What follows belongs to an exercise in optimizing a design on an open flow for small area, a short achievable clock period and few clock cycles; a production flow would make more cautious choices. RTL that was checked went through simulation tests only; none was proved equivalent to the original.

// xoodoo
module xoodoo(
    clk_i,
    rst_i,
    start_i,
    state_valid_o,
    init_reg,
    word_in,
    word_index_in,
    word_enable_in,
    domain_i,
    domain_enable_i,
    word_out
);
Size: roughly 3100 cells after synthesis, ~110 I/O pins, roughly 29000 um2 of cells after synthesis.
clock: 6.5 ns
lec_check: 0
cap_margin: 20
core_margin: 2
core_utilization: 50
gpl_timing_driven: 0
setup_slack_margin: 2.5
slew_margin: 20
synth_hierarchical: 1
run.sh (not shown) runs the stock make flow with config.mk's settings and CLKGATE_MAP_FILE= SYNTH_SCRIPT=/design/flow/synth_recipe.tcl, a recipe that flattens the netlist after the stock synthesis.
Change:
--- a/flow/config.mk
+++ b/flow/config.mk
@@ -9,4 +9,3 @@
 export CORE_MARGIN = 2
-export CORE_UTILIZATION = 50
-export GPL_TIMING_DRIVEN = 0
+export CORE_UTILIZATION = 35
 export SETUP_SLACK_MARGIN = 2.5
Effect: Hold slack improved by 14 ps. Flip-flop and latch count stays the same. Final area went down by 4.0%. Cell count went up by 5.4%. First-iteration DRC count went down by about 5%.
No run of this note included a check of the RTL's function; only the layout flow was run.

---

Another version of the RTL of xoodoo (not shown whole).
For scale: roughly 3600 cells after synthesis, about 30000 sq um of cells after synthesis.
clock: 6.5 ns
lec_check: 0
cap_margin: 5
core_margin: 2
core_utilization: 35
setup_slack_margin: 2.7
slew_margin: 5
synth_hierarchical: 1
standard.sh (not shown) runs the stock make flow with config.mk's settings and CLKGATE_MAP_FILE= SYNTH_SCRIPT=/design/flow/synth_recipe.tcl, a recipe that flattens the netlist after the stock synthesis.
==> flow/flow/run.sh <==
#!/bin/bash
# Standard ORFS layout (the standard.sh) with two changes:
# - plain buffers on the ports instead of the delay cells buffer_ports
#   picks by default;
# - clock tree: larger sink clusters and no dummy load cells.
set -euo pipefail
export BUFFER_PORTS_ARGS="-buffer_cell sky130_fd_sc_hd__buf_1"
export CTS_ARGS="-sink_clustering_enable -repair_clock_nets -dont_use_dummy_load -sink_clustering_size 24 -sink_clustering_max_diameter 80 -buf_list {sky130_fd_sc_hd__clkbuf_8 sky130_fd_sc_hd__clkbuf_16}"
bash standard.sh > orfs_flow.log 2>&1
Testbench counts at the start, summed over its fixed seeds: cycles 22,310.
Rerun with:
PLACE_DENSITY = 0.75   (was default)
Result:
- The changed run finished with timing, DRC and antenna clean
- worst setup slack loses 0.11 ns
- sequential share of layout area barely changes
- critical path depth fell by 1
- final cell count falls slightly
- routed wire length came out lower by a few percent
- worst hold slack improved by 0.010 ns
- die area does not change

---

build 9:
Another version of the RTL of xoodoo (not shown whole).
For scale: roughly 3100 cells after synthesis, about 110 I/O pins, roughly 30000 um2 of cells after synthesis.
==> flow/design.v (excerpt) <==
module xoodoo(
    clk_i,
    rst_i,
    start_i,
    state_valid_o,
    init_reg,
    word_in,
    word_index_in,
    word_enable_in,
    domain_i,
    domain_enable_i,
    word_out
);
==> flow/config.mk <==
export PLATFORM = sky130hd
export DESIGN_NAME = xoodoo
export DESIGN_NICKNAME = xoodoo
export VERILOG_FILES = /design/flow/design.v
export SDC_FILE = /design/flow/constraint.sdc
export NUM_CORES = 4
export LEC_CHECK = 0
export CAP_MARGIN = 20
export CORE_MARGIN = 2
export CORE_UTILIZATION = 35
export CTS_BUF_LIST = sky130_fd_sc_hd__clkbuf_4 sky130_fd_sc_hd__clkbuf_8
export SETUP_SLACK_MARGIN = 2.5
export SLEW_MARGIN = 20
export SYNTH_HIERARCHICAL = 1
==> flow/constraint.sdc <==
create_clock -name core_clock -period 6.5 [get_ports {clk_i}]
set_input_delay 1.3000 -clock core_clock [delete_from_list [all_inputs] [get_ports {clk_i}]]
set_output_delay 1.3000 -clock core_clock [all_outputs]
set_load 0.01 [all_outputs]
==> flow/flow/run.sh <==
#!/bin/bash
# Standard ORFS layout (the standard.sh) with two changes:
# - plain buffers on the ports instead of the delay cells buffer_ports
#   picks by default;
# - the word_index_in and word_out pins grouped on one edge (flow/io.tcl).
set -euo pipefail
export BUFFER_PORTS_ARGS="-buffer_cell sky130_fd_sc_hd__buf_1"
export IO_CONSTRAINTS="$PWD/flow/io.tcl"
bash standard.sh > orfs_flow.log 2>&1
==> flow/flow/io.tcl <==
# Keep the read path's ports together: word_out is combinational from
# word_index_in, so their pins sit side by side on one edge.
set_io_pin_constraint -group -order -region bottom:* -pin_names {word_out[0] word_out[1] word_out[2] word_out[3] word_out[4] word_out[5] word_out[6] word_out[7] word_out[8] word_out[9] word_out[10] word_out[11] word_out[12] word_out[13] word_out[14] word_out[15] word_index_in[0] word_index_in[1] word_index_in[2] word_index_in[3] word_out[16] word_out[17] word_out[18] word_out[19] word_out[20] word_out[21] word_out[22] word_out[23] word_out[24] word_out[25] word_out[26] word_out[27] word_out[28] word_out[29] word_out[30] word_out[31]}
Testbench counts of build 9, summed over its fixed seeds: cycles 22,310.
### build 9 -> build 61
# build 9
export LEC_CHECK = 0
export CAP_MARGIN = 20
export CORE_MARGIN = 2
export CORE_UTILIZATION = 35
export CTS_BUF_LIST = sky130_fd_sc_hd__clkbuf_4 sky130_fd_sc_hd__clkbuf_8
export SETUP_SLACK_MARGIN = 2.5
export SLEW_MARGIN = 20
export SYNTH_HIERARCHICAL = 1
create_clock -name core_clock -period 6.5 [get_ports {clk_i}]
# build 61
export LEC_CHECK = 0
export CAP_MARGIN = 20
export CORE_MARGIN = 2
export CORE_UTILIZATION = 35
export CTS_BUF_LIST = sky130_fd_sc_hd__clkbuf_4 sky130_fd_sc_hd__clkbuf_8
export SETUP_SLACK_MARGIN = 2.8
export SLEW_MARGIN = 20
export SYNTH_HIERARCHICAL = 1
create_clock -name core_clock -period 6.5 [get_ports {clk_i}]
==> flow/flow/run.sh <==
#!/bin/bash
# Standard ORFS layout (the standard.sh) with plain buffers on the ports
# instead of the delay cells buffer_ports picks by default.
set -euo pipefail
export BUFFER_PORTS_ARGS="-buffer_cell sky130_fd_sc_hd__buf_1"
bash standard.sh > orfs_flow.log 2>&1
removed: flow/flow/io.tcl
### Flow results
The worst hold slack of build 9 and that of build 61 are within noise of each other.
Per the comparison of build 61 with build 9, total length of routed wires shows a reduction of about 2.6%; reg-to-reg setup timing slack shows a reduction of 0.02 ns; initial antenna violation count shows a reduction of 2; number of design-rule violations left by the first detailed-router iteration shows a reduction of about 15%.
--- input diff build 61..build 75 ---
# build 61
export LEC_CHECK = 0
export CAP_MARGIN = 20
export CORE_MARGIN = 2
export CORE_UTILIZATION = 35
export CTS_BUF_LIST = sky130_fd_sc_hd__clkbuf_4 sky130_fd_sc_hd__clkbuf_8
export SETUP_SLACK_MARGIN = 2.8
export SLEW_MARGIN = 20
export SYNTH_HIERARCHICAL = 1
create_clock -name core_clock -period 6.5 [get_ports {clk_i}]
# build 75
export LEC_CHECK = 0
export CAP_MARGIN = 20
export CORE_MARGIN = 2
export CORE_UTILIZATION = 35
export CTS_BUF_LIST = sky130_fd_sc_hd__clkbuf_4 sky130_fd_sc_hd__clkbuf_8
export SETUP_SLACK_MARGIN = 2.5
export SLEW_MARGIN = 20
export SYNTH_HIERARCHICAL = 1
create_clock -name core_clock -period 6.5 [get_ports {clk_i}]
Results
- Comparing signed area change from the synthesized netlist to the final layout for build 75 and build 61, the smaller number came from build 75.
- Relative to build 61, number of diodes has gone down in build 75.
- Non-clock buffer count (build 75 over build 61): decrease, 19
- Build 75 ends up with a setup slack after layout that is 0.037 ns lower than in build 61.
- Comparing build 75 and build 61, the higher net count of the finished layout is on build 61.
- [compare] base=build 61 new=build 75: routed wire length moved down, met1 demand-to-capacity share in global routing moved down, clock network area share level.

---

xoodoo, a different RTL version from the one above (not shown whole).
For scale: roughly 3100 cells after synthesis, ~110 I/O pins, roughly 30000 sq um of cells after synthesis.
==> flow/design.v (excerpt) <==
module xoodoo(
    clk_i,
    rst_i,
    start_i,
    state_valid_o,
    init_reg,
    word_in,
    word_index_in,
    word_enable_in,
    domain_i,
    domain_enable_i,
    word_out
);
export LEC_CHECK = 0
export CAP_MARGIN = 20
export CORE_MARGIN = 2
export CORE_UTILIZATION = 35
export SETUP_SLACK_MARGIN = 2.5
export SLEW_MARGIN = 20
export SYNTH_HIERARCHICAL = 1
create_clock -name core_clock -period 6.5 [get_ports {clk_i}]
==> flow/flow/run.sh <==
#!/bin/bash
# Standard ORFS layout (the standard.sh) with two changes:
# - plain buffers on the ports instead of the delay cells buffer_ports
#   picks by default;
# - clock tree: larger sink clusters and no dummy load cells.
set -euo pipefail
export BUFFER_PORTS_ARGS="-buffer_cell sky130_fd_sc_hd__buf_1"
export CTS_ARGS="-sink_clustering_enable -repair_clock_nets -dont_use_dummy_load -sink_clustering_size 24 -sink_clustering_max_diameter 80 -buf_list {sky130_fd_sc_hd__clkbuf_8 sky130_fd_sc_hd__clkbuf_16}"
bash standard.sh > orfs_flow.log 2>&1
Testbench counts at the start, summed over its fixed seeds: cycles 22,310.
Next try:
Settings changed: CAP_MARGIN 20 to 5, PLACE_DENSITY set to 0.75, SLEW_MARGIN 20 to 5.
The changed run finished with timing, DRC and antenna clean.
Core utilization shrinks by 0.29 points.
Cell count shrinks slightly.
Wire length shrinks by a few percent.
Global-route usage shrinks by 1.3 points.
Next try:
Settings changed: PLACE_DENSITY 0.75 to unset.
- The new run produced a clean layout
- fmax went down slightly
- die area stays the same
- final cell count barely changes
- cell area fell slightly
- worst setup slack got worse by 0.029 ns
- via count shrinks slightly
- wire length came out higher by a few percent
- sequential cell count is unchanged

---

RTL: one of the versions met above, not the one the previous note started from.
Size: ~3600 cells after synthesis, about 110 I/O pins, about 30000 µm² of cells after synthesis.
export LEC_CHECK = 0
export CAP_MARGIN = 5
export CORE_MARGIN = 2
export CORE_UTILIZATION = 35
export SETUP_SLACK_MARGIN = 2.9
export SLEW_MARGIN = 5
export SYNTH_HIERARCHICAL = 1
create_clock -name core_clock -period 6.5 [get_ports {clk_i}]
Scripts as last shown in full above: flow/flow/run.sh
Testbench counts at the start, summed over its fixed seeds: cycles 22,310.
Change:
Settings changed: SETUP_SLACK_MARGIN 2.9 to 2.5.
Outcome: Register-to-register slack gets worse by 130 ps. Count of clock-buffer cells in the layout stays the same. Design area is lower by a few percent. Sequential share of layout area came out higher by 1.2 points. Global-route usage came out lower by 1.4 points. Worst setup slack is worse by 280 ps.
Change:
Settings changed: SETUP_SLACK_MARGIN 2.5 to 2.8.
Outcome: The new run went through all stages and came out clean. Register-to-register slack is worse by 20 ps. Die area stays the same. Utilization rose by 0.98 points. Flip-flop and latch count is unchanged. Worst setup slack is better by 220 ps. Synthesized cell count stays the same. Global-route usage grows by 0.70 points.

## re-timing with driven ports
Ports are ideal in the flow. The routed layouts listed here were re-timed in OpenROAD. Step 1 sets driving cells, clkbuf_16 on the clock port and buf_2 on the other inputs (assumed; they add their load-dependent delay and slew). Step 2 times the ports against the registers' clock, not the clock port: input delays grow and output delays shrink by t, the midpoint of the rising clock arrivals with the driver on. Three values: ideal ports, drivers, drivers and shift; two values: the first two.
| run | t (ns) | slack for setup (ns) | hold slack, ns | worst register clock-pin slew, ns | pins driven straight from the clock port |
|---|---|---|---|---|---|
| the first run of note 1 | 0.669 | 2.073 / 2.003 / 1.884 | 0.461 / 0.461 / 0.461 | 0.07 / 0.07 | 1 |
| the second run of note 1 | 0.680 | 2.316 / 2.217 / 1.718 | 0.475 / 0.475 / 0.475 | 0.07 / 0.07 | 1 |
| the first run of note 2 | 0.641 | 2.650 / 2.366 / 2.116 | 0.465 / 0.465 / 0.465 | 0.11 / 0.11 | 1 |
| the second run of note 2 | 0.686 | 2.536 / 2.409 / 1.881 | 0.475 / 0.475 / 0.475 | 0.10 / 0.10 | 1 |
| build 9 | 0.744 | 2.382 / 2.074 / 1.894 | 0.462 / 0.462 / 0.462 | 0.07 / 0.07 | 1 |
| build 61 | 0.758 | 2.499 / 2.112 / 2.112 | 0.461 / 0.461 / 0.461 | 0.07 / 0.07 | 1 |
| build 75 | 0.752 | 2.461 / 2.111 / 1.854 | 0.462 / 0.462 / 0.462 | 0.07 / 0.07 | 1 |
| the first run of note 4 | 0.693 | 2.415 / 2.091 / 1.833 | 0.473 / 0.473 / 0.473 | 0.10 / 0.10 | 1 |
| the second run of note 4 | 0.676 | 2.423 / 2.105 / 2.007 | 0.475 / 0.475 / 0.475 | 0.11 / 0.11 | 1 |
| the third run of note 4 | 0.705 | 2.394 / 2.107 / 1.873 | 0.470 / 0.470 / 0.470 | 0.10 / 0.10 | 1 |
| the first run of note 5 | 0.643 | 2.760 / 2.209 / 2.088 | 0.465 / 0.465 / 0.465 | 0.11 / 0.11 | 1 |
| the second run of note 5 | 0.643 | 2.482 / 2.305 / 1.924 | 0.465 / 0.465 / 0.465 | 0.11 / 0.11 | 1 |
| the third run of note 5 | 0.647 | 2.706 / 2.358 / 2.155 | 0.465 / 0.465 / 0.465 | 0.11 / 0.11 | 1 |
After both steps setup and hold are still met in every run listed. For the first run of note 5, which loses most, drivers alone change the setup slack by -0.551 ns; drivers and shift together by -0.672 ns.
